This is an optimization exercise on Yosys and OpenROAD, whose aim is small area and a short achievable clock period, not a production implementation.
Function was checked by simulation only, so behaviour that the tests miss may differ from the original.
Power figures rest on the tool's default switching activity, not on a simulated workload.

$ cat design/flow/design.v
`default_nettype none
`timescale 1ns/1ns
module pe (
    input  logic        clk,
    input  logic        rst,
    input  logic        clr,
    input  logic [7:0]  a_in,
    input  logic [7:0]  b_in,
    output logic [17:0] acc_out
);
    logic [17:0] rx, ry, sum;
    logic pp0_0;
    logic pp0_1;
    logic pp0_2;
    logic pp0_3;
    logic pp0_4;
    logic pp0_5;
    logic pp0_6;
    logic pp0_7;
    logic pp1_0;
    logic pp1_1;
    logic pp1_2;
    logic pp1_3;
    logic pp1_4;
    logic pp1_5;
    logic pp1_6;
    logic pp1_7;
    logic pp2_0;
    logic pp2_1;
    logic pp2_2;
    logic pp2_3;
    logic pp2_4;
    logic pp2_5;
    logic pp2_6;
    logic pp2_7;
    logic pp3_0;
    logic pp3_1;
    logic pp3_2;
    logic pp3_3;
    logic pp3_4;
    logic pp3_5;
    logic pp3_6;
    logic pp3_7;
    logic pp4_0;
    logic pp4_1;
    logic pp4_2;
    logic pp4_3;
    logic pp4_4;
    logic pp4_5;
    logic pp4_6;
    logic pp4_7;
    logic pp5_0;
    logic pp5_1;
    logic pp5_2;
    logic pp5_3;
    logic pp5_4;
    logic pp5_5;
    logic pp5_6;
    logic pp5_7;
    logic pp6_0;
    logic pp6_1;
    logic pp6_2;
    logic pp6_3;
    logic pp6_4;
    logic pp6_5;
    logic pp6_6;
    logic pp6_7;
    logic pp7_0;
    logic pp7_1;
    logic pp7_2;
    logic pp7_3;
    logic pp7_4;
    logic pp7_5;
    logic pp7_6;
    logic pp7_7;
    logic ha_s0;
    logic ha_c0;
    logic fa_s0;
    logic fa_c0;
    logic ha_s1;
    logic ha_c1;
    logic fa_s1;
    logic fa_c1;
    logic fa_s2;
    logic fa_c2;
    logic ha_s2;
    logic ha_c2;
    logic fa1_s0;
    logic fa1_c0;
    logic fa_s3;
    logic fa_c3;
    logic fa_s4;
    logic fa_c4;
    logic fa_s5;
    logic fa_c5;
    logic fa_s6;
    logic fa_c6;
    logic fa_s7;
    logic fa_c7;
    logic ha_s3;
    logic ha_c3;
    logic fa_s8;
    logic fa_c8;
    logic ha_s4;
    logic ha_c4;
    logic fa_s9;
    logic fa_c9;
    logic fa_s10;
    logic fa_c10;
    logic fa_s11;
    logic fa_c11;
    logic fa_s12;
    logic fa_c12;
    logic fa_s13;
    logic fa_c13;
    logic fa_s14;
    logic fa_c14;
    logic fa_s15;
    logic fa_c15;
    logic fa_s16;
    logic fa_c16;
    logic fa_s17;
    logic fa_c17;
    logic fa_s18;
    logic fa_c18;
    logic fa_s19;
    logic fa_c19;
    logic fa_s20;
    logic fa_c20;
    logic fa_s21;
    logic fa_c21;
    logic fa_s22;
    logic fa_c22;
    logic fa_s23;
    logic fa_c23;
    logic ha_s5;
    logic ha_c5;
    logic fa_s24;
    logic fa_c24;
    logic fa_s25;
    logic fa_c25;
    logic fa_s26;
    logic fa_c26;
    logic fa_s27;
    logic fa_c27;
    logic fx_s0;
    logic fx_c0;
    logic fx_s0_xy;
    logic fx_s1;
    logic fx_c1;
    logic fx_s1_xy;
    logic fx_s2;
    logic fx_c2;
    logic fx_s2_xy;
    logic fx_s3;
    logic fx_c3;
    logic fx_s3_xy;
    logic fx_s4;
    logic fx_c4;
    logic fx_s4_xy;
    logic fa_s28;
    logic fa_c28;
    logic fa_s29;
    logic fa_c29;
    logic ha_s6;
    logic ha_c6;
    logic fa_s30;
    logic fa_c30;
    logic fa_s31;
    logic fa_c31;
    logic fa_s32;
    logic fa_c32;
    logic fx_s5;
    logic fx_c5;
    logic fx_s5_xy;
    logic fx_s6;
    logic fx_c6;
    logic fx_s6_xy;
    logic fx_s7;
    logic fx_c7;
    logic fx_s7_xy;
    logic fx_s8;
    logic fx_c8;
    logic fx_s8_xy;
    logic fx_s9;
    logic fx_c9;
    logic fx_s9_xy;
    logic fx_s10;
    logic fx_c10;
    logic fx_s10_xy;
    logic fx_s11;
    logic fx_c11;
    logic fx_s11_xy;
    logic fx_s12;
    logic fx_c12;
    logic fx_s12_xy;
    logic fx_s13;
    logic fx_c13;
    logic fx_s13_xy;
    logic fa_s33;
    logic fa_c33;
    logic inv_s0;
    logic inv_c0;
    logic inv_s1;
    logic inv_c1;
    logic inv_s2;
    logic inv_c2;
    logic cpc0;
    logic cpc1;
    logic cpc2;
    logic cpc3;
    logic pp_p4;
    logic pp_g4;
    logic pp_p5;
    logic pp_g5;
    logic pp_p6;
    logic pp_g6;
    logic pp_p7;
    logic pp_g7;
    logic pp_p8;
    logic pp_g8;
    logic pp_p9;
    logic pp_g9;
    logic pp_p10;
    logic pp_g10;
    logic pp_p11;
    logic pp_g11;
    logic pp_p12;
    logic pp_g12;
    logic pp_p13;
    logic pp_g13;
    logic pp_p14;
    logic pp_g14;
    logic pp_p15;
    logic pp_g15;
    logic pp_p16;
    logic pp_g16;
    logic pp_p17;
    logic pp_g17;
    logic pg1;
    logic pg2;
    logic pq3;
    logic pg4;
    logic pq5;
    logic pg6;
    logic pq7;
    logic pg8;
    logic pq9;
    logic pg10;
    logic pq11;
    logic pg12;
    logic pq13;
    logic pn14;
    logic pg15;
    logic pg16;
    logic pn17;
    logic pg18;
    logic pn19;
    logic pq20;
    logic pg21;
    logic pq22;
    logic pn23;
    logic pg24;
    logic pn25;
    logic pq26;
    logic pg27;
    logic pq28;
    logic pg29;
    logic pn30;
    logic pg31;
    logic pn32;
    logic pg33;
    logic pg34;
    logic pg35;
    logic pq36;
    logic pn37;
    logic pg38;
    logic pn39;
    logic pq40;
    logic pn41;
    logic pg42;
    logic pg43;
    logic pg44;
    logic pn45;
    logic pg46;
    logic pg47;
    logic pn48;
    logic pg49;
    assign pp0_0 = a_in[0] & b_in[0];
    assign pp0_1 = a_in[0] & b_in[1];
    assign pp0_2 = a_in[0] & b_in[2];
    assign pp0_3 = a_in[0] & b_in[3];
    assign pp0_4 = a_in[0] & b_in[4];
    assign pp0_5 = a_in[0] & b_in[5];
    assign pp0_6 = a_in[0] & b_in[6];
    assign pp0_7 = ~(a_in[0] & b_in[7]);
    assign pp1_0 = a_in[1] & b_in[0];
    assign pp1_1 = a_in[1] & b_in[1];
    assign pp1_2 = a_in[1] & b_in[2];
    assign pp1_3 = a_in[1] & b_in[3];
    assign pp1_4 = a_in[1] & b_in[4];
    assign pp1_5 = a_in[1] & b_in[5];
    assign pp1_6 = a_in[1] & b_in[6];
    assign pp1_7 = ~(a_in[1] & b_in[7]);
    assign pp2_0 = a_in[2] & b_in[0];
    assign pp2_1 = a_in[2] & b_in[1];
    assign pp2_2 = a_in[2] & b_in[2];
    assign pp2_3 = a_in[2] & b_in[3];
    assign pp2_4 = a_in[2] & b_in[4];
    assign pp2_5 = a_in[2] & b_in[5];
    assign pp2_6 = a_in[2] & b_in[6];
    assign pp2_7 = ~(a_in[2] & b_in[7]);
    assign pp3_0 = a_in[3] & b_in[0];
    assign pp3_1 = a_in[3] & b_in[1];
    assign pp3_2 = a_in[3] & b_in[2];
    assign pp3_3 = a_in[3] & b_in[3];
    assign pp3_4 = a_in[3] & b_in[4];
    assign pp3_5 = a_in[3] & b_in[5];
    assign pp3_6 = a_in[3] & b_in[6];
    assign pp3_7 = ~(a_in[3] & b_in[7]);
    assign pp4_0 = a_in[4] & b_in[0];
    assign pp4_1 = a_in[4] & b_in[1];
    assign pp4_2 = a_in[4] & b_in[2];
    assign pp4_3 = a_in[4] & b_in[3];
    assign pp4_4 = a_in[4] & b_in[4];
    assign pp4_5 = a_in[4] & b_in[5];
    assign pp4_6 = a_in[4] & b_in[6];
    assign pp4_7 = ~(a_in[4] & b_in[7]);
    assign pp5_0 = a_in[5] & b_in[0];
    assign pp5_1 = a_in[5] & b_in[1];
    assign pp5_2 = a_in[5] & b_in[2];
    assign pp5_3 = a_in[5] & b_in[3];
    assign pp5_4 = a_in[5] & b_in[4];
    assign pp5_5 = a_in[5] & b_in[5];
    assign pp5_6 = a_in[5] & b_in[6];
    assign pp5_7 = ~(a_in[5] & b_in[7]);
    assign pp6_0 = a_in[6] & b_in[0];
    assign pp6_1 = a_in[6] & b_in[1];
    assign pp6_2 = a_in[6] & b_in[2];
    assign pp6_3 = a_in[6] & b_in[3];
    assign pp6_4 = a_in[6] & b_in[4];
    assign pp6_5 = a_in[6] & b_in[5];
    assign pp6_6 = a_in[6] & b_in[6];
    assign pp6_7 = ~(a_in[6] & b_in[7]);
    assign pp7_0 = ~(a_in[7] & b_in[0]);
    assign pp7_1 = ~(a_in[7] & b_in[1]);
    assign pp7_2 = ~(a_in[7] & b_in[2]);
    assign pp7_3 = ~(a_in[7] & b_in[3]);
    assign pp7_4 = ~(a_in[7] & b_in[4]);
    assign pp7_5 = ~(a_in[7] & b_in[5]);
    assign pp7_6 = ~(a_in[7] & b_in[6]);
    assign pp7_7 = a_in[7] & b_in[7];
    ha u_ha_s0 (.x(acc_out[5]), .y(pp0_5), .s(ha_s0), .c(ha_c0));
    fa u_fa_s0 (.x(pp1_5), .y(acc_out[6]), .z(pp0_6), .s(fa_s0), .c(fa_c0));
    ha u_ha_s1 (.x(pp2_4), .y(pp3_3), .s(ha_s1), .c(ha_c1));
    fa u_fa_s1 (.x(pp1_6), .y(acc_out[7]), .z(pp0_7), .s(fa_s1), .c(fa_c1));
    fa u_fa_s2 (.x(pp4_3), .y(pp2_5), .z(pp3_4), .s(fa_s2), .c(fa_c2));
    ha u_ha_s2 (.x(pp5_2), .y(pp6_1), .s(ha_s2), .c(ha_c2));
    assign fa1_s0 = ~(acc_out[8] ^ pp1_7);
    assign fa1_c0 = acc_out[8] | pp1_7;
    fa u_fa_s3 (.x(pp4_4), .y(pp2_6), .z(pp3_5), .s(fa_s3), .c(fa_c3));
    fa u_fa_s4 (.x(pp7_1), .y(pp5_3), .z(pp6_2), .s(fa_s4), .c(fa_c4));
    fa u_fa_s5 (.x(pp3_6), .y(acc_out[9]), .z(pp2_7), .s(fa_s5), .c(fa_c5));
    fa u_fa_s6 (.x(pp6_3), .y(pp4_5), .z(pp5_4), .s(fa_s6), .c(fa_c6));
    fa u_fa_s7 (.x(pp4_6), .y(acc_out[10]), .z(pp3_7), .s(fa_s7), .c(fa_c7));
    ha u_ha_s3 (.x(acc_out[3]), .y(pp0_3), .s(ha_s3), .c(ha_c3));
    fa u_fa_s8 (.x(pp1_3), .y(acc_out[4]), .z(pp0_4), .s(fa_s8), .c(fa_c8));
    ha u_ha_s4 (.x(pp2_2), .y(pp3_1), .s(ha_s4), .c(ha_c4));
    fa u_fa_s9 (.x(pp3_2), .y(pp1_4), .z(pp2_3), .s(fa_s9), .c(fa_c9));
    fa u_fa_s10 (.x(ha_s0), .y(pp4_1), .z(pp5_0), .s(fa_s10), .c(fa_c10));
    fa u_fa_s11 (.x(pp6_0), .y(pp4_2), .z(pp5_1), .s(fa_s11), .c(fa_c11));
    fa u_fa_s12 (.x(fa_s0), .y(ha_c0), .z(ha_s1), .s(fa_s12), .c(fa_c12));
    fa u_fa_s13 (.x(ha_s2), .y(pp7_0), .z(ha_c1), .s(fa_s13), .c(fa_c13));
    fa u_fa_s14 (.x(fa_s2), .y(fa_c0), .z(fa_s1), .s(fa_s14), .c(fa_c14));
    fa u_fa_s15 (.x(fa_c1), .y(ha_c2), .z(fa1_s0), .s(fa_s15), .c(fa_c15));
    fa u_fa_s16 (.x(fa_s4), .y(fa_c2), .z(fa_s3), .s(fa_s16), .c(fa_c16));
    fa u_fa_s17 (.x(fa_c3), .y(pp7_2), .z(fa1_c0), .s(fa_s17), .c(fa_c17));
    fa u_fa_s18 (.x(fa_s6), .y(fa_c4), .z(fa_s5), .s(fa_s18), .c(fa_c18));
    fa u_fa_s19 (.x(pp7_3), .y(pp5_5), .z(pp6_4), .s(fa_s19), .c(fa_c19));
    fa u_fa_s20 (.x(fa_s7), .y(fa_c5), .z(fa_c6), .s(fa_s20), .c(fa_c20));
    fa u_fa_s21 (.x(pp5_6), .y(acc_out[11]), .z(pp4_7), .s(fa_s21), .c(fa_c21));
    fa u_fa_s22 (.x(fa_c7), .y(pp6_5), .z(pp7_4), .s(fa_s22), .c(fa_c22));
    fa u_fa_s23 (.x(pp6_6), .y(acc_out[12]), .z(pp5_7), .s(fa_s23), .c(fa_c23));
    ha u_ha_s5 (.x(acc_out[2]), .y(pp0_2), .s(ha_s5), .c(ha_c5));
    fa u_fa_s24 (.x(pp3_0), .y(pp1_2), .z(pp2_1), .s(fa_s24), .c(fa_c24));
    fa u_fa_s25 (.x(ha_s4), .y(pp4_0), .z(ha_c3), .s(fa_s25), .c(fa_c25));
    fa u_fa_s26 (.x(fa_s9), .y(ha_c4), .z(fa_c8), .s(fa_s26), .c(fa_c26));
    fa u_fa_s27 (.x(fa_c10), .y(fa_c9), .z(fa_s11), .s(fa_s27), .c(fa_c27));
    xor2m u_fx_s0_xy (.a(fa_c11), .b(fa_s13), .y(fx_s0_xy));
    xor2m u_fx_s0 (.a(fx_s0_xy), .b(fa_c12), .y(fx_s0));
    maj3m u_fx_c0 (.a(fa_c11), .b(fa_s13), .c(fa_c12), .y(fx_c0));
    xor2m u_fx_s1_xy (.a(fa_c13), .b(fa_c14), .y(fx_s1_xy));
    xor2m u_fx_s1 (.a(fx_s1_xy), .b(fa_s15), .y(fx_s1));
    maj3m u_fx_c1 (.a(fa_c13), .b(fa_c14), .c(fa_s15), .y(fx_c1));
    xor2m u_fx_s2_xy (.a(fa_c15), .b(fa_c16), .y(fx_s2_xy));
    xor2m u_fx_s2 (.a(fx_s2_xy), .b(fa_s17), .y(fx_s2));
    maj3m u_fx_c2 (.a(fa_c15), .b(fa_c16), .c(fa_s17), .y(fx_c2));
    xor2m u_fx_s3_xy (.a(fa_s19), .b(fa_c17), .y(fx_s3_xy));
    xor2m u_fx_s3 (.a(fx_s3_xy), .b(fa_c18), .y(fx_s3));
    maj3m u_fx_c3 (.a(fa_s19), .b(fa_c17), .c(fa_c18), .y(fx_c3));
    xor2m u_fx_s4_xy (.a(fa_c19), .b(fa_s21), .y(fx_s4_xy));
    xor2m u_fx_s4 (.a(fx_s4_xy), .b(fa_c20), .y(fx_s4));
    maj3m u_fx_c4 (.a(fa_c19), .b(fa_s21), .c(fa_c20), .y(fx_c4));
    fa u_fa_s28 (.x(fa_s23), .y(pp7_5), .z(fa_c21), .s(fa_s28), .c(fa_c28));
    fa u_fa_s29 (.x(pp7_6), .y(acc_out[13]), .z(pp6_7), .s(fa_s29), .c(fa_c29));
    ha u_ha_s6 (.x(acc_out[1]), .y(pp0_1), .s(ha_s6), .c(ha_c6));
    fa u_fa_s30 (.x(ha_s5), .y(pp1_1), .z(pp2_0), .s(fa_s30), .c(fa_c30));
    fa u_fa_s31 (.x(fa_s24), .y(ha_c5), .z(ha_s3), .s(fa_s31), .c(fa_c31));
    fa u_fa_s32 (.x(fa_s25), .y(fa_c24), .z(fa_s8), .s(fa_s32), .c(fa_c32));
    xor2m u_fx_s5_xy (.a(fa_c25), .b(fa_s10), .y(fx_s5_xy));
    xor2m u_fx_s5 (.a(fx_s5_xy), .b(fa_s26), .y(fx_s5));
    maj3m u_fx_c5 (.a(fa_c25), .b(fa_s10), .c(fa_s26), .y(fx_c5));
    xor2m u_fx_s6_xy (.a(fa_c26), .b(fa_s12), .y(fx_s6_xy));
    xor2m u_fx_s6 (.a(fx_s6_xy), .b(fa_s27), .y(fx_s6));
    maj3m u_fx_c6 (.a(fa_c26), .b(fa_s12), .c(fa_s27), .y(fx_c6));
    xor2m u_fx_s7_xy (.a(fa_s14), .b(fa_c27), .y(fx_s7_xy));
    xor2m u_fx_s7 (.a(fx_s7_xy), .b(fx_s0), .y(fx_s7));
    maj3m u_fx_c7 (.a(fa_s14), .b(fa_c27), .c(fx_s0), .y(fx_c7));
    xor2m u_fx_s8_xy (.a(fa_s16), .b(fx_c0), .y(fx_s8_xy));
    xor2m u_fx_s8 (.a(fx_s8_xy), .b(fx_s1), .y(fx_s8));
    maj3m u_fx_c8 (.a(fa_s16), .b(fx_c0), .c(fx_s1), .y(fx_c8));
    xor2m u_fx_s9_xy (.a(fa_s18), .b(fx_c1), .y(fx_s9_xy));
    xor2m u_fx_s9 (.a(fx_s9_xy), .b(fx_s2), .y(fx_s9));
    maj3m u_fx_c9 (.a(fa_s18), .b(fx_c1), .c(fx_s2), .y(fx_c9));
    xor2m u_fx_s10_xy (.a(fa_s20), .b(fx_c2), .y(fx_s10_xy));
    xor2m u_fx_s10 (.a(fx_s10_xy), .b(fx_s3), .y(fx_s10));
    maj3m u_fx_c10 (.a(fa_s20), .b(fx_c2), .c(fx_s3), .y(fx_c10));
    xor2m u_fx_s11_xy (.a(fa_s22), .b(fx_s4), .y(fx_s11_xy));
    xor2m u_fx_s11 (.a(fx_s11_xy), .b(fx_c3), .y(fx_s11));
    maj3m u_fx_c11 (.a(fa_s22), .b(fx_s4), .c(fx_c3), .y(fx_c11));
    xor2m u_fx_s12_xy (.a(fa_c22), .b(fa_s28), .y(fx_s12_xy));
    xor2m u_fx_s12 (.a(fx_s12_xy), .b(fx_c4), .y(fx_s12));
    maj3m u_fx_c12 (.a(fa_c22), .b(fa_s28), .c(fx_c4), .y(fx_c12));
    xor2m u_fx_s13_xy (.a(fa_c23), .b(fa_s29), .y(fx_s13_xy));
    xor2m u_fx_s13 (.a(fx_s13_xy), .b(fa_c28), .y(fx_s13));
    maj3m u_fx_c13 (.a(fa_c23), .b(fa_s29), .c(fa_c28), .y(fx_c13));
    fa u_fa_s33 (.x(fa_c29), .y(acc_out[14]), .z(pp7_7), .s(fa_s33), .c(fa_c33));
    assign inv_s0 = ~acc_out[15];
    assign inv_c0 = acc_out[15];
    assign inv_s1 = ~acc_out[16];
    assign inv_c1 = acc_out[16];
    assign inv_s2 = ~acc_out[17];
    assign inv_c2 = acc_out[17];
    assign rx = {inv_c1, inv_c0, inv_s0, fa_s33, fx_s13, fx_s12, fx_s11, fx_c9, fx_c8, fx_c7, fx_c6, fx_c5, fa_c32, fa_c31, fa_c30, ha_c6, pp1_0, acc_out[0]};
    assign ry = {inv_s2, inv_s1, fa_c33, fx_c13, fx_c12, fx_c11, fx_c10, fx_s10, fx_s9, fx_s8, fx_s7, fx_s6, fx_s5, fa_s32, fa_s31, fa_s30, ha_s6, pp0_0};
    ha u_cpa0 (.x(acc_out[0]), .y(pp0_0), .s(sum[0]), .c(cpc0));
    fa u_cpa1 (.x(cpc0), .y(pp1_0), .z(ha_s6), .s(sum[1]), .c(cpc1));
    fa u_cpa2 (.x(cpc1), .y(ha_c6), .z(fa_s30), .s(sum[2]), .c(cpc2));
    fa u_cpa3 (.x(cpc2), .y(fa_c30), .z(fa_s31), .s(sum[3]), .c(cpc3));
    ha u_hpg4 (.x(fa_c31), .y(fa_s32), .s(pp_p4), .c(pp_g4));
    ha u_hpg5 (.x(fa_c32), .y(fx_s5), .s(pp_p5), .c(pp_g5));
    ha u_hpg6 (.x(fx_c5), .y(fx_s6), .s(pp_p6), .c(pp_g6));
    ha u_hpg7 (.x(fx_c6), .y(fx_s7), .s(pp_p7), .c(pp_g7));
    ha u_hpg8 (.x(fx_c7), .y(fx_s8), .s(pp_p8), .c(pp_g8));
    ha u_hpg9 (.x(fx_c8), .y(fx_s9), .s(pp_p9), .c(pp_g9));
    ha u_hpg10 (.x(fx_c9), .y(fx_s10), .s(pp_p10), .c(pp_g10));
    ha u_hpg11 (.x(fx_s11), .y(fx_c10), .s(pp_p11), .c(pp_g11));
    ha u_hpg12 (.x(fx_s12), .y(fx_c11), .s(pp_p12), .c(pp_g12));
    ha u_hpg13 (.x(fx_s13), .y(fx_c12), .s(pp_p13), .c(pp_g13));
    ha u_hpg14 (.x(fa_s33), .y(fx_c13), .s(pp_p14), .c(pp_g14));
    ha u_hpg15 (.x(inv_s0), .y(fa_c33), .s(pp_p15), .c(pp_g15));
    ha u_hpg16 (.x(inv_c0), .y(inv_s1), .s(pp_p16), .c(pp_g16));
    ha u_hpg17 (.x(inv_c1), .y(inv_s2), .s(pp_p17), .c(pp_g17));
    paoi u_pg1 (.g1(pp_g4), .p1(pp_p4), .g0(cpc3), .y(pg1));
    paoi u_pg2 (.g1(pp_g6), .p1(pp_p6), .g0(pp_g5), .y(pg2));
    pnand u_pq3 (.a(pp_p6), .b(pp_p5), .y(pq3));
    paoi u_pg4 (.g1(pp_g8), .p1(pp_p8), .g0(pp_g7), .y(pg4));
    pnand u_pq5 (.a(pp_p8), .b(pp_p7), .y(pq5));
    paoi u_pg6 (.g1(pp_g10), .p1(pp_p10), .g0(pp_g9), .y(pg6));
    pnand u_pq7 (.a(pp_p10), .b(pp_p9), .y(pq7));
    paoi u_pg8 (.g1(pp_g12), .p1(pp_p12), .g0(pp_g11), .y(pg8));
    pnand u_pq9 (.a(pp_p12), .b(pp_p11), .y(pq9));
    paoi u_pg10 (.g1(pp_g14), .p1(pp_p14), .g0(pp_g13), .y(pg10));
    pnand u_pq11 (.a(pp_p14), .b(pp_p13), .y(pq11));
    paoi u_pg12 (.g1(pp_g16), .p1(pp_p16), .g0(pp_g15), .y(pg12));
    pnand u_pq13 (.a(pp_p16), .b(pp_p15), .y(pq13));
    pinv u_pn14 (.a(pg1), .y(pn14));
    paoi u_pg15 (.g1(pp_g5), .p1(pp_p5), .g0(pn14), .y(pg15));
    poai u_pg16 (.g1(pg2), .p1(pq3), .g0(pg1), .y(pg16));
    pinv u_pn17 (.a(pg4), .y(pn17));
    paoi u_pg18 (.g1(pp_g9), .p1(pp_p9), .g0(pn17), .y(pg18));
    pinv u_pn19 (.a(pq5), .y(pn19));
    pnand u_pq20 (.a(pp_p9), .b(pn19), .y(pq20));
    poai u_pg21 (.g1(pg6), .p1(pq7), .g0(pg4), .y(pg21));
    pnor u_pq22 (.a(pq7), .b(pq5), .y(pq22));
    pinv u_pn23 (.a(pg8), .y(pn23));
    paoi u_pg24 (.g1(pp_g13), .p1(pp_p13), .g0(pn23), .y(pg24));
    pinv u_pn25 (.a(pq9), .y(pn25));
    pnand u_pq26 (.a(pp_p13), .b(pn25), .y(pq26));
    poai u_pg27 (.g1(pg10), .p1(pq11), .g0(pg8), .y(pg27));
    pnor u_pq28 (.a(pq11), .b(pq9), .y(pq28));
    paoi u_pg29 (.g1(pp_g7), .p1(pp_p7), .g0(pg16), .y(pg29));
    pinv u_pn30 (.a(pg16), .y(pn30));
    poai u_pg31 (.g1(pg4), .p1(pq5), .g0(pn30), .y(pg31));
    pinv u_pn32 (.a(pg16), .y(pn32));
    poai u_pg33 (.g1(pg18), .p1(pq20), .g0(pn32), .y(pg33));
    paoi u_pg34 (.g1(pg21), .p1(pq22), .g0(pg16), .y(pg34));
    paoi u_pg35 (.g1(pp_g15), .p1(pp_p15), .g0(pg27), .y(pg35));
    pnand u_pq36 (.a(pp_p15), .b(pq28), .y(pq36));
    pinv u_pn37 (.a(pg27), .y(pn37));
    poai u_pg38 (.g1(pg12), .p1(pq13), .g0(pn37), .y(pg38));
    pinv u_pn39 (.a(pq28), .y(pn39));
    pnor u_pq40 (.a(pq13), .b(pn39), .y(pq40));
    pinv u_pn41 (.a(pg34), .y(pn41));
    paoi u_pg42 (.g1(pp_g11), .p1(pp_p11), .g0(pn41), .y(pg42));
    poai u_pg43 (.g1(pg8), .p1(pq9), .g0(pg34), .y(pg43));
    poai u_pg44 (.g1(pg24), .p1(pq26), .g0(pg34), .y(pg44));
    pinv u_pn45 (.a(pg34), .y(pn45));
    paoi u_pg46 (.g1(pg27), .p1(pq28), .g0(pn45), .y(pg46));
    poai u_pg47 (.g1(pg35), .p1(pq36), .g0(pg34), .y(pg47));
    pinv u_pn48 (.a(pg34), .y(pn48));
    paoi u_pg49 (.g1(pg38), .p1(pq40), .g0(pn48), .y(pg49));
    assign sum[4] = pp_p4 ^ cpc3;
    assign sum[5] = ~(pp_p5 ^ pg1);
    assign sum[6] = ~(pp_p6 ^ pg15);
    assign sum[7] = pp_p7 ^ pg16;
    assign sum[8] = ~(pp_p8 ^ pg29);
    assign sum[9] = pp_p9 ^ pg31;
    assign sum[10] = pp_p10 ^ pg33;
    assign sum[11] = ~(pp_p11 ^ pg34);
    assign sum[12] = ~(pp_p12 ^ pg42);
    assign sum[13] = pp_p13 ^ pg43;
    assign sum[14] = pp_p14 ^ pg44;
    assign sum[15] = ~(pp_p15 ^ pg46);
    assign sum[16] = pp_p16 ^ pg47;
    assign sum[17] = ~(pp_p17 ^ pg49);
    always_ff @(posedge clk) begin
        if (rst || clr) acc_out <= '0;
        else            acc_out <= sum;
    end
endmodule
module fa (
    input  logic x,
    input  logic y,
    input  logic z,
    output logic s,
    output logic c
);
    assign s = x ^ y ^ z;
    assign c = (x & y) | (x & z) | (y & z);
endmodule
module bsel (
    input  logic one,
    input  logic two,
    input  logic neg,
    input  logic x,
    input  logic y,
    output logic p
);
    assign p = ((one & x) | (two & y)) ^ neg;
endmodule
module bseln (
    input  logic one,
    input  logic two,
    input  logic neg,
    input  logic x,
    input  logic y,
    output logic p
);
    assign p = ~(((one & x) | (two & y)) ^ neg);
endmodule
module xor2m (input logic a, input logic b, output logic y);
    assign y = a ^ b;
endmodule
module maj3m (input logic a, input logic b, input logic c, output logic y);
    assign y = (a & b) | (c & (a | b));
endmodule
module paoi (input logic g1, input logic p1, input logic g0, output logic y);
    assign y = ~(g1 | (p1 & g0));
endmodule
module poai (input logic g1, input logic p1, input logic g0, output logic y);
    assign y = ~(g1 & (p1 | g0));
endmodule
module pnand (input logic a, input logic b, output logic y);
    assign y = ~(a & b);
endmodule
module pnor (input logic a, input logic b, output logic y);
    assign y = ~(a | b);
endmodule
module pinv (input logic a, output logic y);
    assign y = ~a;
endmodule
module ha (
    input  logic x,
    input  logic y,
    output logic s,
    output logic c
);
    assign s = x ^ y;
    assign c = x & y;
endmodule
`default_nettype none
`timescale 1ns/1ns
module sysarray (
    input  logic               clk,
    input  logic               rst,
    input  logic               clr,
    input  logic [2:0][7:0]    left,
    input  logic [2:0][7:0]    top,
    output logic [8:0][17:0]   out
);
    logic [2:0][2:0][7:0] a_in;   
    logic [2:0][2:0][7:0] b_in;   
    genvar r, c;
    generate
        for (r = 0; r < 3; r++) begin : g_row
            assign a_in[r][0] = left[r];
            assign b_in[0][r] = top[r];
            for (c = 0; c < 3; c++) begin : g_col
                if (c < 2) begin : g_hop
                    logic [7:0] a_q, b_q;
                    always_ff @(posedge clk) begin
                        if (rst) begin
                            a_q <= '0;
                            b_q <= '0;
                        end else begin
                            a_q <= a_in[r][c];
                            b_q <= b_in[c][r];
                        end
                    end
                    assign a_in[r][c+1] = a_q;
                    assign b_in[c+1][r] = b_q;
                end
                pe u_pe (
                    .clk(clk),
                    .rst(rst),
                    .clr(clr),
                    .a_in(a_in[r][c]),
                    .b_in(b_in[r][c]),
                    .acc_out(out[3*r+c])
                );
            end
        end
    endgenerate
endmodule
`default_nettype none
`timescale 1ns/1ns
module sysarray_flat (
    input  wire         clk,
    input  wire         rst,
    input  wire         clr,
    input  wire [23:0]  a_left,
    input  wire [23:0]  b_top,
    output wire [161:0] acc_out
);
    sysarray u_arr (
        .clk(clk),
        .rst(rst),
        .clr(clr),
        .left(a_left),
        .top(b_top),
        .out(acc_out)
    );
endmodule
$ cat design/flow/flow/run.sh
#!/bin/bash
set -euo pipefail
export BUFFER_PORTS_ARGS="-buffer_cell sky130_fd_sc_hd__buf_1"
export PRE_RESIZE_TCL="$PWD/flow/pre_resize.tcl"
bash standard.sh > standard.log 2>&1
$ cat design/flow/flow/pre_resize.tcl
# Input-port buffers (named input* by buffer_ports) to buf_4.
set n 0
foreach inst [get_cells input*] {
  if { [get_property $inst ref_name] == "sky130_fd_sc_hd__buf_1" } {
    replace_cell $inst sky130_fd_sc_hd__buf_4
    incr n
  }
}
puts "pre_resize: $n input buffers made sky130_fd_sc_hd__buf_4"
$ cat design/flow/standard.sh
#!/bin/bash
# synth_recipe.tcl (not shown) runs the flow's synth.tcl, then flattens the netlist and writes it again
# the make line also repeats each setting of config.mk as NAME=value (left out here)
make -C /OpenROAD-flow-scripts/flow DESIGN_CONFIG=/design/flow/config.mk WORK_HOME=/design/flow/orfs CLKGATE_MAP_FILE= SYNTH_SCRIPT=/design/flow/synth_recipe.tcl "${@:-finish}"
$ cat design/flow/config.mk
export PLATFORM = sky130hd
export DESIGN_NAME = sysarray_flat
export DESIGN_NICKNAME = sysarray_flat
export VERILOG_FILES = /design/flow/design.v
export SDC_FILE = /design/flow/constraint.sdc
export NUM_CORES = 4
export LEC_CHECK = 0
export CAP_MARGIN = 20
export CORE_MARGIN = 2
export CORE_UTILIZATION = 40
export CTS_BUF_LIST = sky130_fd_sc_hd__clkbuf_4 sky130_fd_sc_hd__clkbuf_8
export SETUP_SLACK_MARGIN = 1.1
export SLEW_MARGIN = 20
export SYNTH_HIERARCHICAL = 1
export SYNTH_MINIMUM_KEEP_SIZE = 0
$ cat design/flow/constraint.sdc
create_clock -name core_clock -period 5.0 [get_ports {clk}]
set_input_delay 1.0000 -clock core_clock [delete_from_list [all_inputs] [get_ports {clk}]]
set_output_delay 1.0000 -clock core_clock [all_outputs]
set_load 0.01 [all_outputs]
==> impl_metrics.toml, run 1 <==
[min_path]
holdPathEnd = "u_arr.g_row[2].g_col[1].g_hop.a_q[0]"
min_path_cells = 1
hold_class = "flip-flop to flip-flop"
holdCritStartpoint = "u_arr.g_row[2].g_col[0].g_hop.a_q[0]"

[die]
initial_core_util_pct = 40.4
ios = 213
die-height_um = 264
core-area_um2 = 67000
die_w_um = 264
dieArea_um2 = 69800
rows = 95

[timing]
setup_viol = 0
slew_headroom_pct = 53.5
worst_pin_slew_ns = 0.698
drv_slew = 0
hold_slack_ns = 0.531
hold_violations = 0
period_minus_slack_ns = 3.75
final.setup.tns_ns = 0
rsz0062_at_grt = "yes"
fmax_mhz = 266
finalCritPeriodShare_pct = 75.1
clock_skew_ns = 0.0228

[worst_setup_path]
reg2reg_from = "u_arr.g_row[2].g_col[1].g_hop.b_q[6]"
worstRegToRegCells = 14
end_kind = "flip-flop"
cp_common_cell = "xor2_1"
start_kind = "flip-flop"
crit_path_cell_trace = "and2_1, fa_1, fa_1, maj3_2, xor2_1, xor2_1, ha_1, a21oi_2, o21ai_1, a21oi_4, inv_1, a21oi_2, xor2_1, nor2_1"
r2r-end = "u_arr.g_row[2].g_col[2].u_pe.acc_out[17]"
worstPathRequired_ns = 5.51
ff2ff_setup_slack_ns = 1.25
cp.arrival_ns = 4.26
crit_type = "flip-flop to flip-flop"
crit_fanout = 8
cp_slowest_cell = "dfxtp_1"
slowest_delay_ns = 0.50

[pwr]
power_frac_comb_pct = 66.0
power_frac_seq_pct = 18.1
p_switching_mw = 6.98
ir_drop_mv = 0.457
p_leak_nw = 13.7
p_sw_share_pct = 46.0
p_int_mw = 8.20
power_density_nw_per_um2 = 502
pwr-share-clk_pct = 15.9

[drt]
antenna_left = 0
finalWirelength_um = 66100
firstDrtPassIters = 5
via_per_inst = 4.89
drc_errors = 0
wl_per_cell_um = 17.2
vias = 18800
drt_iter0_markers = 657

[layout]
final_util_pct = 45.1
area_growth_pct = 11.7
layout.nets = 3523
drive_above_1_share_pct = 18.0
final_area_um2 = 30200

[clock_tree]
hold_buffers = 0
cts_root_buf = "clkbuf_8"
cts_tree = "yes"
clkTransAtPathRegs_ns = 0.06
clk_latency_ns = 0.64
numCtsBuffers = 54
clock_sinks = 258
htree_levels = 2
clock_path_buffers = 3

[logic_synthesis]
synth_edf_count = 0
async_flop_share_pct = 0
synth_common_cells = "495 x and2_1, 333 x fa_1, 315 x xor2_1, 258 x dfxtp_1, 207 x ha_1"
synthTopCellsByArea = "fa_1 25%, dfxtp_1 19%, and2_1 11%"
syn_nets = 3304
yosysUniqueCellTypes = 19
synth_ff_type = "dfxtp_1"
syn_avg_cell_area_um2 = 9.98
synthCells = 2713
yosysTopAreaCell = "fa_1"
yosysMostFrequentCell = "and2_1"
syn_area_um2 = 27100
yosysSeqAreaShare_pct = 19.1
ys_ff_latch = 258
yosysWarnings = 8
synth_top_area_share_pct = 24.6

[place]
dp.final_hpwl_um = 52600
gp_congestion = 0.846
port_buffers = 212
dpl_cell_area_um2 = 28900

[global_routing]
grt_max_degree = 51
antenna_found_initial = 1
grt_use_total_pct = 19.4
grt_pass1_wl_um = 109000
grt_pass1_vias = 20900
grt_overflow = 0

[run]
cap_viol_max_count = 0

[outcome]
status = "timing/DRC/antenna clean"
flip-flops by register name, summed over array words and instances, names as in the netlist:
name and cells:
u_arr.g_row.g_col.u_pe.acc_out 162, u_arr.g_row.g_col.g_hop.a_q 48, u_arr.g_row.g_col.g_hop.b_q 48
timing repair:
| action | CTS | global route |
|---|---|---|
| buffers inserted | 0 | 3 |
| endpoints found under the setup margin | 7 | 46 |
| resized for setup | 5 | 60 |
per-module statistics from Yosys (local to each module, per instance), excerpt:
module    copies in the design  flip-flops and latches
pe                           9                      18
paoi                       144                       0
pnor                        27                       0
xor2m                      252                       0
sysarray                     1                      96
pnand                       81                       0
how the worst max path moves through the flow:
| stage | slack, ns | depth (start not counted) | end | startpoint |
|---|---|---|---|---|
| finish | 1.25 | 14 | u_arr.g_row[2].g_col[2].u_pe.acc_out[17] | u_arr.g_row[2].g_col[1].g_hop.b_q[6] |
| global route | 1.07 | 14 | u_arr.g_row[1].g_col[2].u_pe.acc_out[12] | u_arr.g_row[2].g_col[0].g_hop.b_q[3] |
| CTS | 1.11 | 14 | u_arr.g_row[2].g_col[1].u_pe.acc_out[12] | u_arr.g_row[2].g_col[0].g_hop.a_q[0] |
| detailed placement | 0.49 | 14 | u_arr.g_row[0].g_col[0].u_pe.acc_out[15] | b_top[5] |
| global placement | 0.39 | 15 | u_arr.g_row[0].g_col[2].u_pe.acc_out[15] | b_top[23] |
| floorplan | 1.10 | 14 | u_arr.g_row[0].g_col[0].u_pe.acc_out[15] | a_left[1] |
through the flow:
step / setup WS (ns) / instances / total power [mW]
floorplan: 1.10 / 2713 / 11.0
global placement: 0.392 / 3746 / 12.3
detailed placement: 0.486 / 3746 / 12.6
CTS: 1.11 / 3842 / 15.2
global route: 1.07 / 3848 / 16.6
finish: 1.25 / 3848 / 15.2
cell type report:
cell class	count	area, um2
fillers	6443	36800
multi-input cells	2229	21000
flip-flops and latches	258	5240
repair buffers	227	1100
well taps	873	1090
clock buffers	85	1060
inverters	162	608
clock inverters	11	88.8
diodes	3	7.51
power groups by stage:
stage | logic [mW] | clock network, mW | registers (mW)
after floorplan | 8.20 | 0 | 2.75
after global placement | 9.49 | 0 | 2.80
after detailed placement | 9.84 | 0 | 2.80
after CTS | 9.93 | 2.54 | 2.76
after global routing | 11.2 | 2.62 | 2.81
final | 10.0 | 2.41 | 2.75
metal layers:
metal,up-vias,share of wire (%),track usage [%]
li1,8996,-,-
met1,9412,43,23.5
met2,323,50,34.5
met3,98,3.9,3.38
met4,0,3.0,6.34
met5,-,0,0
critical path, delay by kind of cell, from the launching register on:
kind,cells,cell delay (ns)
buf+inv,1,0.10
xor+xnor,3,0.47
fa+ha+maj,4,1.58
flops,1,0.50
simple gates,2,0.26
compound gates,4,0.72
cell families (layout without fill, tap and decap cells):
| kind of cell | after synthesis | after routing | share of synthesized area, % |
|---|---|---|---|
| AOI/OAI and AO/OA | 225 | 225 | 6.16 |
| and+or+nand+nor | 960 | 960 | 18.9 |
| xor gates and xnor gates | 378 | 378 | 12.2 |
| adders and majority gates | 666 | 666 | 39.4 |
| DFF | 258 | 258 | 19.1 |
| buffers and inverters | 226 | 485 | 4.16 |
| other | 0 | 3 | 0 |
placed cells by master, fill, tap and decap left out, types with 12 or more instances in the layout:
| cell | Yosys | layout |
|---|---|---|
| and2_1 | 495 | 483 |
| xor2_1 | 315 | 315 |
| fa_1 | 333 | 313 |
| dfxtp_1 | 258 | 208 |
| ha_1 | 207 | 200 |
| nand2_1 | 198 | 198 |
| inv_1 | 162 | 162 |
| buf_1 | 0 | 162 |
| nor2_1 | 153 | 153 |
| a21oi_2 | 144 | 135 |
| maj3_2 | 126 | 126 |
| nor2b_1 | 96 | 96 |
| o21ai_1 | 81 | 75 |
| clkbuf_8 | 0 | 68 |
| buf_4 | 28 | 64 |
| xnor2_1 | 63 | 63 |
| dfxtp_2 | 0 | 45 |
| fa_2 | 0 | 20 |
| clkbuf_4 | 0 | 18 |
| and2_4 | 0 | 12 |
==> run 2, diff against run 1 <==
==> design/flow/flow/run.sh (replaced) <==
#!/bin/bash
set -euo pipefail
export BUFFER_PORTS_ARGS="-buffer_cell sky130_fd_sc_hd__buf_1"
export PRE_RESIZE_TCL="$PWD/flow/pre_resize.tcl"
bash standard.sh ABC_LOAD_IN_FF=1 finish > standard.log 2>&1
==> run 2 against run 1 <==
Compared with the run above: clock power increased by 14%; critical path type is now input pin to flip-flop; critical endpoint is now u_arr.g_row[0].g_col[2].u_pe.acc_out[15]; first-iteration DRC count increased by 6.4%; fmax decreased by 0.82%; synthesized cell count unchanged; synthesized area decreased by 1.9%.
==> impl_metrics.toml, run 2 <==
[outcome]
status = "timing/DRC/antenna clean"

[die]
rows = 94
initial_core_util_pct = 40.4
ios = 213
core-area_um2 = 65700
die-height_um = 262
die_w_um = 262
dieArea_um2 = 68400

[worst_setup_path]
cp.arrival_ns = 4.28
worst-path-buf-inv = 2
cp_slowest_cell = "fa_1"
ff2ff_setup_slack_ns = 1.27
start_kind = "input pin"
worstPathRequired_ns = 5.50
r2r-end = "u_arr.g_row[1].g_col[1].u_pe.acc_out[12]"
crit_path_cell_trace = "buf_4, and2_0, ha_1, fa_1, fa_1, xor2_1, ha_1, a21oi_1, o21ai_1, a21oi_4, inv_1, a21oi_2, xor2_1, nor2_1"
reg2reg_from = "u_arr.g_row[1].g_col[0].g_hop.a_q[2]"
slowest_delay_ns = 0.50
crit_family = "adder cells"
crit_type = "input pin to flip-flop"
cp.depth = 14
endpoint = "u_arr.g_row[0].g_col[2].u_pe.acc_out[15]"
worstRegToRegCells = 14
crit_fanout = 9
startpoint = "b_top[21]"
end_kind = "flip-flop"

[drt]
vias = 18900
via_per_inst = 4.91
drc_errors = 0
antenna_left = 0
finalWirelength_um = 66800
firstDrtPassIters = 5
drt_iter0_markers = 699
wl_per_cell_um = 17.3

[logic_synthesis]
syn_nets = 3304
synthCells = 2713
synth_common_cells = "495 x and2_0, 333 x fa_1, 315 x xor2_1, 258 x dfxtp_1, 207 x ha_1"
yosysSeqAreaShare_pct = 19.5
syn_area_um2 = 26500
synth_adder_area_share_pct = 40.2
yosysMostFrequentCell = "and2_0"
yosysUniqueCellTypes = 19
synth_ff_type = "dfxtp_1"
synth-xor-area-share_pct = 12.5
syn_avg_cell_area_um2 = 9.78
async_flop_share_pct = 0
ys_ff_latch = 258
yosysWarnings = 8
synthMuxAreaShare_pct = 0
synth_compound_area_share_pct = 4.24
synth_top_family_by_area = "adder cells"
synth_top_area_share_pct = 25.1
synthTopCellsByArea = "fa_1 25%, dfxtp_1 19%, and2_0 12%"
yosys.area_share.simple_pct = 19.2
synth_edf_count = 0
yosysTopAreaCell = "fa_1"

[place]
dp.cells = 3743
dp.final_hpwl_um = 52100
dpl_cell_area_um2 = 28500
gp_congestion = 0.876
port_buffers = 212

[global_routing]
grt_pass1_vias = 21100
antenna_found_initial = 2
grt_overflow = 0
grt_use_total_pct = 20.0
grt_pass1_wl_um = 109000
grt_max_degree = 36

[layout]
reg_top3 = "u_arr.g_row.g_col.u_pe.acc_out: 162 flops, u_arr.g_row.g_col.g_hop.a_q: 48 flops, u_arr.g_row.g_col.g_hop.b_q: 48 flops"
layout.nets = 3535
final_common_cell = "and2_0"
final_area_um2 = 30100
drive_above_1_share_pct = 15.6
stdcell_count = 3854
nFillCells = 6227
regMostFlops = "u_arr.g_row.g_col.u_pe.acc_out"
largest_reg_flops = 162
area_growth_pct = 13.4
layout_common_cells = "483 x and2_0, 315 x xor2_1, 310 x fa_1, 202 x ha_1, 198 x nand2_1"

[timing]
rsz0062_at_grt = "yes"
worst_pin_slew_ns = 0.676
setup_viol = 0
slew_headroom_pct = 54.6
hold_violations = 0
final.setup.tns_ns = 0
clock_skew_ns = 0.0183
finalCritPeriodShare_pct = 75.7
hold_slack_ns = 0.544
period_minus_slack_ns = 3.78
drv_slew = 0
fmax_mhz = 264

[min_path]
hold_class = "flip-flop to flip-flop"
min_path_cells = 1

[clock_tree]
clkTransAtPathRegs_ns = 0.06
cts_root_buf = "clkbuf_8"
cts_tree = "yes"
clk_latency_ns = 0.65
clock_path_buffers = 3
clock_sinks = 258
htree_levels = 2
numCtsBuffers = 55

[pwr]
ir_drop_mv = 0.434
power_density_nw_per_um2 = 504
p_leak_nw = 13.3

[run]
cap_viol_max_count = 0
## run 2: changes by cell type after synthesis
| cell | delta |
|---|---|
| buf_4 | -1 |
| nor2_2 | -9 |
| and2_0 | +495 |
| and2_1 | -495 |
| buf_6 | -8 |
| buf_8 | +9 |
| nor2_1 | +9 |
| a21oi_2 | -144 |
| a21oi_1 | +144 |
## run 2: report_power, final
group | switching, mW | internal (mW)
clock | 1.08 | 1.67
sequential | 0.351 | 2.40
combinational | 5.41 | 4.25
## run 2: layout make-up
class                      count  area (um2)  area share (%)
multi-input combinational   2229       20600            68.5
sequential                   258        5290            17.6
timing repair buffer         238        1180            3.92
tap                          864        1080            3.59
clock buffer                  76        1010            3.35
inverter                     162         608            2.02
clock inverter                26         318            1.06
antenna                        1        2.50         0.00831
## run 2: worst reg2reg max path, cell delays in order (launching register included)
cell	delay, ns
dfxtp_4	0.39
and2_0	0.20
fa_1	0.50
fa_1	0.45
maj3_2	0.35
xor2_1	0.17
xor2_1	0.15
ha_1	0.35
a21oi_1	0.16
o21ai_1	0.12
a21oi_4	0.25
inv_1	0.08
a21oi_1	0.17
xor2_1	0.19
nor2_1	0.06
## run 2: repair_timing
action,CTS,global route
hold buffers,0,0
pin swaps,0,5
setup buffers,2,6
gates resized for setup,14,94
endpoints found under the setup margin,28,54
endpoints found under the hold margin,0,0
## run 2: layer usage
layer	global-route usage, %	share of wire [%]
met5	0	0
met4	5.59	2.2
met3	3.58	4.1
met2	35.0	50
met1	25.2	44
## run 2: kinds of logic after synthesis
family / Yosys count
XOR/XNOR: 378
buffers and inverters: 226
AO/OA/AOI/OAI: 225
AND/OR/NAND/NOR: 960
flip-flops: 258
adder cells (fa/ha/maj): 666
## run 2: through the flow
stage | setup WS (ns) | total power [mW] | util [%]
after global routing | 1.07 | 16.6 | 45.8
after detailed placement | 0.409 | 12.1 | 43.3
final | 1.22 | 15.2 | 45.8
after floorplan | 1.10 | 10.3 | -
after global placement | 0.362 | 11.7 | 43.0
after CTS | 1.05 | 15.1 | 45.4
## run 2: worst min path at each step
stage | startpoint | endpoint | slack (ns)
after floorplan | u_arr.g_row[0].g_col[0].g_hop.a_q[7] | u_arr.g_row[0].g_col[1].g_hop.a_q[7] | 0.44
after global placement | u_arr.g_row[1].g_col[1].u_pe.acc_out[0] | u_arr.g_row[1].g_col[1].u_pe.acc_out[0] | 0.56
after detailed placement | u_arr.g_row[2].g_col[0].u_pe.acc_out[0] | u_arr.g_row[2].g_col[0].u_pe.acc_out[0] | 0.57
after CTS | b_top[2] | u_arr.g_row[0].g_col[0].g_hop.b_q[2] | 0.57
after global routing | u_arr.g_row[2].g_col[0].g_hop.a_q[0] | u_arr.g_row[2].g_col[1].g_hop.a_q[0] | 0.56
final | u_arr.g_row[2].g_col[0].g_hop.a_q[2] | u_arr.g_row[2].g_col[1].g_hop.a_q[2] | 0.54
## run 2: modules after synthesis, one instance, submodules excluded, a selection
module / cell area [um2] / times used / cells inside / flip-flops and latches
ha: 12.5 / 198 / 1 / 0
poai: 5.00 / 81 / 1 / 0
maj3m: 11.3 / 126 / 1 / 0
pnand: 3.75 / 81 / 1 / 0
fa: 20.0 / 333 / 1 / 0
xor2m: 8.76 / 252 / 1 / 0
paoi: 5.00 / 144 / 1 / 0
pnor: 3.75 / 27 / 1 / 0
sysarray: 2600 / 1 / 202 / 96
pe: 1030 / 9 / 129 / 18
pinv: 3.75 / 108 / 1 / 0
==> run 3, diff against run 2 <==
==> design/flow/flow/run.sh (replaced) <==
#!/bin/bash
set -euo pipefail
export BUFFER_PORTS_ARGS="-buffer_cell sky130_fd_sc_hd__buf_1"
export PRE_RESIZE_TCL="$PWD/flow/pre_resize.tcl"
bash standard.sh > standard.log 2>&1
--- a/design/flow/config.mk
+++ b/design/flow/config.mk
@@ -9,6 +9,8 @@
 export CORE_MARGIN = 2
 export CORE_UTILIZATION = 40
 export CTS_BUF_LIST = sky130_fd_sc_hd__clkbuf_4 sky130_fd_sc_hd__clkbuf_8
+export CTS_CLUSTER_DIAMETER = 60
+export CTS_CLUSTER_SIZE = 16
 export SETUP_SLACK_MARGIN = 1.1
 export SLEW_MARGIN = 20
 export SYNTH_HIERARCHICAL = 1
==> run 3 against run 2 <==
Compared with the run above: sequential cell count did not move; clock skew rose by 0.011 ns; register-to-register slack got worse by 0.02 ns; largest power group unchanged; hold slack got worse by 0.0045 ns; still clean on timing, DRC and antenna; die area rose by 1.9%; cell area fell by 0.28%; global-route usage fell by 0.78 points; worst setup slack improved by 0.023 ns.
==> impl_metrics.toml, run 3 <==
[layout]
final_area_um2 = 30000
final_common_cell = "and2_1"
final_util_pct = 44.8
area_growth_pct = 10.9
layout_common_cells = "483 x and2_1, 315 x xor2_1, 313 x fa_1, 208 x dfxtp_1, 200 x ha_1"
drive_above_1_share_pct = 17.4
layout.nets = 3510
largest_reg_flops = 162
regMostFlops = "u_arr.g_row.g_col.u_pe.acc_out"
reg_top3 = "u_arr.g_row.g_col.u_pe.acc_out: 162 flops, u_arr.g_row.g_col.g_hop.a_q: 48 flops, u_arr.g_row.g_col.g_hop.b_q: 48 flops"

[clock_tree]
clock_path_buffers = 3
clock_sinks = 258
clk_latency_ns = 0.61
htree_levels = 2
numCtsBuffers = 38
clkTransAtPathRegs_ns = 0.07
cts_root_buf = "clkbuf_8"
cts_tree = "yes"

[worst_setup_path]
end_kind = "flip-flop"
worstPathRequired_ns = 5.46
cp_slowest_cell = "fa_1"
crit_path_cell_trace = "buf_4, and2_4, fa_1, fa_2, maj3_2, xor2_1, xor2_1, ha_1, a21oi_2, o21ai_1, a21oi_4, inv_1, a21oi_2, xor2_1, nor2_1"
reg2reg_from = "u_arr.g_row[2].g_col[1].g_hop.a_q[4]"
startpoint = "a_left[1]"
cp.depth = 15
slowest_delay_ns = 0.48
worst-path-buf-inv = 2
cp_common_cell = "xor2_1"
crit_family = "adder cells"
start_kind = "input pin"
r2r-end = "u_arr.g_row[2].g_col[2].u_pe.acc_out[17]"
cp.arrival_ns = 4.22
crit_type = "input pin to flip-flop"
ff2ff_setup_slack_ns = 1.25
endpoint = "u_arr.g_row[0].g_col[0].u_pe.acc_out[15]"
worstRegToRegCells = 14
crit_fanout = 9

[die]
die-height_um = 264
dieArea_um2 = 69800
core-area_um2 = 67000
rows = 95
ios = 213
initial_core_util_pct = 40.4
die_w_um = 264

[place]
dpl_cell_area_um2 = 28900
dp.final_hpwl_um = 52600
port_buffers = 212
gp_congestion = 0.846

[drt]
drt_iter0_markers = 707
drc_errors = 0
antenna_left = 0
wl_per_cell_um = 17.2
via_per_inst = 4.90
vias = 18700
finalWirelength_um = 65600
firstDrtPassIters = 4

[run]
cap_viol_max_count = 0

[global_routing]
grt_overflow = 0
grt_use_total_pct = 19.2
grt_max_degree = 51
antenna_found_initial = 1
grt_pass1_wl_um = 108000
grt_pass1_vias = 20700

[logic_synthesis]
synth_common_cells = "495 x and2_1, 333 x fa_1, 315 x xor2_1, 258 x dfxtp_1, 207 x ha_1"
yosys.area_share.simple_pct = 18.9
synthTopCellsByArea = "fa_1 25%, dfxtp_1 19%, and2_1 11%"
async_flop_share_pct = 0
synth_top_family_by_area = "adder cells"
yosysSeqAreaShare_pct = 19.1
synth_compound_area_share_pct = 6.16
yosysMostFrequentCell = "and2_1"
yosysWarnings = 8
synth_ff_type = "dfxtp_1"
synth_top_area_share_pct = 24.6
synthMuxAreaShare_pct = 0
syn_nets = 3304
syn_area_um2 = 27100
synth_adder_area_share_pct = 39.4
yosysUniqueCellTypes = 19
synthCells = 2713
synth_edf_count = 0
ys_ff_latch = 258
syn_avg_cell_area_um2 = 9.98
synth-xor-area-share_pct = 12.2
yosysTopAreaCell = "fa_1"

[pwr]
ir_drop_mv = 0.458
p_leak_nw = 13.5
power_density_nw_per_um2 = 497

[timing]
rsz0062_at_grt = "yes"
hold_violations = 0
clock_skew_ns = 0.0295
period_minus_slack_ns = 3.76
slew_headroom_pct = 53.9
finalCritPeriodShare_pct = 75.2
worst_pin_slew_ns = 0.692
setup_viol = 0
final.setup.tns_ns = 0
drv_slew = 0
fmax_mhz = 266

[min_path]
hold_class = "flip-flop to flip-flop"

[outcome]
status = "timing/DRC/antenna clean"
-- run 3: cell count changes in the layout (fill, tap and decap cells not counted), moves of 4 or more --
cell      previous run  this run
dfxtp_4             13         5
dfxtp_2             61        45
dfxtp_1            184       208
and2_1               0       483
clkinv_2            14         3
buf_4               75        67
nor2_1             162       152
and2_0             483         0
a21oi_1             99         0
inv_6                0         4
clkbuf_8            70        47
nor2_2               0        10
a21oi_2             37       135
-- run 3: layer usage --
layer  track usage, %  wire [um]  part of all wire [%]
met5                0          0                     0
met4             5.91       1830                   2.8
met3             3.03       2570                   3.9
met2             34.5      33300                    51
met1             23.6      27900                    43
-- run 3: logic make-up (layout without fill, tap and decap cells) --
family | after synthesis | in the layout
AO/OA/AOI/OAI | 225 | 225
XOR/XNOR | 378 | 378
adder cells (fa/ha/maj) | 666 | 666
buffers and inverters | 226 | 461
flip-flops | 258 | 258
other | 0 | 1
AND/OR/NAND/NOR | 960 | 960
-- run 3: area by class of cell --
cell class / count / area, um2
inverter: 162 / 608
antenna: 1 / 2.50
sequential: 258 / 5240
clock inverter: 19 / 243
multi-input combinational: 2229 / 21000
clock buffer: 50 / 669
timing repair buffer: 230 / 1120
tap: 873 / 1090
fill: 6443 / 37000
-- run 3: how the worst min path moves through the flow --
stage,from,endpoint,cells past startpoint
2_1_floorplan,u_arr.g_row[0].g_col[0].g_hop.a_q[7],u_arr.g_row[0].g_col[1].g_hop.a_q[7],1
3_3_place_gp,u_arr.g_row[0].g_col[2].u_pe.acc_out[0],u_arr.g_row[0].g_col[2].u_pe.acc_out[0],2
3_5_place_dp,u_arr.g_row[1].g_col[0].u_pe.acc_out[0],u_arr.g_row[1].g_col[0].u_pe.acc_out[0],2
4_1_cts,u_arr.g_row[2].g_col[0].g_hop.a_q[1],u_arr.g_row[2].g_col[1].g_hop.a_q[1],1
5_1_grt,u_arr.g_row[1].g_col[0].g_hop.b_q[2],u_arr.g_row[1].g_col[1].g_hop.b_q[2],1
6_report,u_arr.g_row[1].g_col[0].g_hop.b_q[2],u_arr.g_row[1].g_col[1].g_hop.b_q[2],1
-- run 3: worst reg2reg max path, stage by stage, from the launching register on --
cell and delay (ns):
dfxtp_1 0.53, and2_1 0.21, fa_1 0.44, fa_1 0.45, maj3_2 0.36, xor2_1 0.18, xor2_1 0.15, ha_1 0.35
a21oi_2 0.15, o21ai_1 0.10, a21oi_4 0.25, inv_1 0.10, a21oi_2 0.15, xor2_1 0.15, nor2_1 0.06
-- run 3: repair_timing --
item | in CTS | in global routing
hold buffers | 0 | 0
setup buffers | 0 | 6
endpoints found under the setup margin | 8 | 49
pin swaps | 0 | 1
gates resized for setup | 5 | 61
-- run 3: per-stage QoR --
stage,power [mW],cells,hold slack (ns),setup WS (ns)
2_1_floorplan,11.0,2713,0.436,1.10
3_3_place_gp,12.3,3746,0.550,0.392
3_5_place_dp,12.6,3746,0.567,0.486
4_1_cts,14.9,3815,0.553,1.10
5_1_grt,16.3,3822,0.556,1.07
6_report,14.9,3822,0.539,1.24
-- run 3: modules after synthesis, one instance, submodules excluded, excerpt --
module,cells inside,copies in the design
sysarray,202,1
pe,129,9
fa,1,333
ha,1,198
maj3m,1,126
xor2m,1,252
paoi,1,144
poai,1,81
pnor,1,27
pnand,1,81
-- run 3: power by group --
group / switching (mW) / total [mW] / internal (mW)
Combinational: 5.62 / 10.1 / 4.44
Clock: 0.979 / 2.09 / 1.11
Sequential: 0.347 / 2.75 / 2.40
==> run 4, diff against run 3 <==
--- a/design/flow/flow/pre_resize.tcl
+++ b/design/flow/flow/pre_resize.tcl
@@ -7,3 +7,12 @@
   }
 }
 puts "pre_resize: $n input buffers made sky130_fd_sc_hd__buf_4"
+set n 0
+foreach inst [get_cells *] {
+  if { [string match "*g_hop*" [get_name $inst]] &&
+       [get_property $inst ref_name] == "sky130_fd_sc_hd__dfxtp_1" } {
+    replace_cell $inst sky130_fd_sc_hd__dfxtp_2
+    incr n
+  }
+}
+puts "pre_resize: $n operand registers made sky130_fd_sc_hd__dfxtp_2"
--- a/design/flow/config.mk
+++ b/design/flow/config.mk
@@ -9,8 +9,6 @@
 export CORE_MARGIN = 2
 export CORE_UTILIZATION = 40
 export CTS_BUF_LIST = sky130_fd_sc_hd__clkbuf_4 sky130_fd_sc_hd__clkbuf_8
-export CTS_CLUSTER_DIAMETER = 60
-export CTS_CLUSTER_SIZE = 16
 export SETUP_SLACK_MARGIN = 1.1
 export SLEW_MARGIN = 20
 export SYNTH_HIERARCHICAL = 1
==> run 4 against run 3 <==
Compared with the run above: critical path depth up 1; final cell count rose by 0.68%; die area unchanged; utilization rose by 0.53 points; sequential share of layout area hardly changed; sequential cell count is the same; global-route usage increased by 0.15 points; register-to-register slack gained 0.06 ns; routed wire length is essentially flat; via count is 0.57% higher; synthesized cell count is the same; synthesized area unchanged; largest cell class unchanged; highest routed layer unchanged.
==> impl_metrics.toml, run 4 <==
[clock_tree]
clock_sinks = 258
numCtsBuffers = 56
clkTransAtPathRegs_ns = 0.06
htree_levels = 2
clock_path_buffers = 3
cts_tree = "yes"
clk_latency_ns = 0.64
hold_buffers = 0
cts_root_buf = "clkbuf_8"

[die]
die-height_um = 264
dieArea_um2 = 69800
die_w_um = 264
rows = 95
core-area_um2 = 67000
initial_core_util_pct = 40.4
ios = 213

[drt]
vias = 18800
drt_iter0_markers = 616
wl_per_cell_um = 17.1
via_per_inst = 4.89
drc_errors = 0
finalWirelength_um = 65700
antenna_left = 0
firstDrtPassIters = 5

[global_routing]
grt_max_degree = 51
grt.busiest_layer = "met2"
use_met1_pct = 23.4
grt_use_total_pct = 19.4
grtUsageMet3_pct = 3.79
grt_overflow = 0
grt_pass1_vias = 21000
use_met2_pct = 34.6
antenna_found_initial = 1
grt_pass1_wl_um = 109000

[worst_setup_path]
worstPathRequired_ns = 5.50
cp_common_cell = "buf_4"
start_kind = "input pin"
slowest_delay_ns = 0.49
crit_path_cell_trace = "buf_4, and2_1, fa_1, fa_2, xor2_1, xor2_1, buf_4, maj3_2, ha_4, nand2_1, o21ai_1, a21oi_4, buf_4, o21ai_1, xnor2_1, nor2_1"
cp.arrival_ns = 4.25
end_kind = "flip-flop"
crit_type = "input pin to flip-flop"
crit_fanout = 9
cp_slowest_cell = "fa_1"

[pwr]
p_sw_share_pct = 45.1
finalPower_mw = 15.4
p_switching_mw = 6.93
p_leak_nw = 13.7
power_density_nw_per_um2 = 506
power_frac_comb_pct = 65.2
pwr-share-clk_pct = 16.9
ir_drop_mv = 0.432
power_frac_seq_pct = 17.9
p_int_mw = 8.42

[place]
port_buffers = 212
dp.final_hpwl_um = 52600
dp.cells = 3746
gp_congestion = 0.846

[run]
cap_viol_max_count = 0

[logic_synthesis]
yosysSeqAreaShare_pct = 19.1
synthCells = 2713
syn_area_um2 = 27100
synth_common_cells = "495 x and2_1, 333 x fa_1, 315 x xor2_1, 258 x dfxtp_1, 207 x ha_1"
yosysMostFrequentCell = "and2_1"
syn_avg_cell_area_um2 = 9.98
yosysTopAreaCell = "fa_1"
ys_ff_latch = 258
synth_edf_count = 0
synth_ff_type = "dfxtp_1"
synthTopCellsByArea = "fa_1 25%, dfxtp_1 19%, and2_1 11%"
syn_nets = 3304
async_flop_share_pct = 0
yosysWarnings = 8
yosysUniqueCellTypes = 19
synth_top_area_share_pct = 24.6

[outcome]
status = "timing/DRC/antenna clean"

[timing]
period_minus_slack_ns = 3.75
hold_violations = 0
setup_viol = 0
rsz0062_at_grt = "yes"
finalCritPeriodShare_pct = 75.1
slew_headroom_pct = 53.2
clock_skew_ns = 0.0258
worst_pin_slew_ns = 0.703
final.setup.tns_ns = 0
fmax_mhz = 266
drv_slew = 0

[layout]
largest_reg_flops = 162
final_util_pct = 45.3
reg_top3 = "u_arr.g_row.g_col.u_pe.acc_out: 162 flops, u_arr.g_row.g_col.g_hop.a_q: 48 flops, u_arr.g_row.g_col.g_hop.b_q: 48 flops"
stdcell_count = 3848
regMostFlops = "u_arr.g_row.g_col.u_pe.acc_out"
final_common_cell = "and2_1"
multi_input_area_um2 = 21000
drive_above_1_share_pct = 19.5
area_growth_pct = 12.2
layout.nets = 3527
regArea_um2 = 5290
nFillCells = 6416
layout_common_cells = "483 x and2_1, 315 x xor2_1, 313 x fa_1, 200 x ha_1, 198 x nand2_1"

[min_path]
hold_class = "flip-flop to flip-flop"
run 4: cell counts after synthesis:
No cell type changed its count.
run 4: worst max-delay path: cells and delay by family:
kind            cells  cell delay (ns)
xor+xnor            3             0.50
compound gates      3             0.51
simple gates        3             0.27
buf+inv             3             0.45
fa+ha+maj           4             1.50
run 4: routing by layer:
layer / routed length [um] / vias up
met1: 27800 / 9405
met2: 33400 / 316
met5: 0 / -
li1: - / 9008
met3: 2860 / 94
met4: 1680 / 0
run 4: modules after synthesis (local to each module, per instance), a selection:
module,copies in the design,flops+latches
xor2m,252,0
maj3m,126,0
pnand,81,0
fa,333,0
pinv,108,0
pe,9,18
poai,81,0
sysarray,1,96
run 4: power by group through the flow:
stage / combinational (mW) / clock, mW / sequential [mW]
2_1_floorplan: 8.20 / 0 / 2.75
4_1_cts: 9.91 / 2.72 / 2.77
3_5_place_dp: 9.84 / 0 / 2.81
3_3_place_gp: 9.49 / 0 / 2.80
5_1_grt: 11.2 / 2.81 / 2.81
6_report: 10.0 / 2.59 / 2.75
run 4: per-stage QoR:
stage	instance area, um2	setup WS [ns]	hold slack [ns]
floorplan	27300	1.10	0.436
global placement	28700	0.392	0.550
detailed placement	29000	0.490	0.531
CTS	30300	1.18	0.527
global route	30400	1.02	0.551
finish	30400	1.25	0.523
run 4: layout make-up:
cell class              count  share of cell area, %
diodes                      2                 0.0165
clock inverters             9                  0.569
repair buffers            229                   3.66
clock buffers              86                   3.51
inverters                 162                   2.00
flip-flops and latches    258                   17.4
multi-input cells        2229                   69.2
well taps                 873                   3.60
run 4: final timing paths:
kind	from	to	slack (ns)	depth (start not counted)
worst max-delay path	b_top[13]	u_arr.g_row[0].g_col[1].u_pe.acc_out[16]	1.25	16
worst min-delay path	u_arr.g_row[2].g_col[0].g_hop.a_q[0]	u_arr.g_row[2].g_col[1].g_hop.a_q[0]	0.52	1
worst max register to register	u_arr.g_row[1].g_col[0].g_hop.b_q[6]	u_arr.g_row[1].g_col[1].u_pe.acc_out[12]	1.31	14
worst min register to register	u_arr.g_row[2].g_col[0].g_hop.a_q[0]	u_arr.g_row[2].g_col[1].g_hop.a_q[0]	0.52	1
run 4: timing repair:
| item | in CTS | in global routing |
|---|---|---|
| setup endpoints to repair | 0 | 26 |
| endpoints found under the hold margin | 0 | 0 |
| setup buffers | 0 | 5 |
| gates resized for setup | 0 | 9 |
run 4: kinds of logic after synthesis:
logic type	synth area share (%)
xor gates and xnor gates	12.2
AOI/OAI and AO/OA	6.16
DFF	19.1
and+or+nand+nor	18.9
buffers and inverters	4.16
adders and majority gates	39.4

[static timing again, ports no longer ideal]
Ports are ideal in the flow. The routed layouts listed here were re-timed in OpenROAD. Step 1: set_driving_cell puts a clkbuf_16 on clk and a buf_2 on each other input, an assumption about the parent block. Step 2 adds t to the input delays and takes it off the output delays; t is the mean of the earliest and latest rising clock arrival at the registers after step 1. Input paths then give back, and output paths get back, about the clock's delay inside the block. Slacks: no drivers / after step 1 / after step 2; pairs: no drivers / after step 1.
run	t, ns	slack for setup (ns)	worst setup path after step 2	worst register clock-pin slew, ns
run 1	0.694	1.247 / 1.247 / 0.599	input to register	0.07 / 0.07
run 2	0.698	1.216 / 1.251 / 0.554	input to register	0.07 / 0.07
run 3	0.657	1.238 / 1.250 / 0.617	input to register	0.09 / 0.09
run 4	0.682	1.247 / 1.284 / 0.602	input to register	0.06 / 0.06
After both steps every run listed still meets setup and hold. For run 2, which loses most, drivers alone change the setup slack by +0.035 ns; drivers and shift together by -0.662 ns.
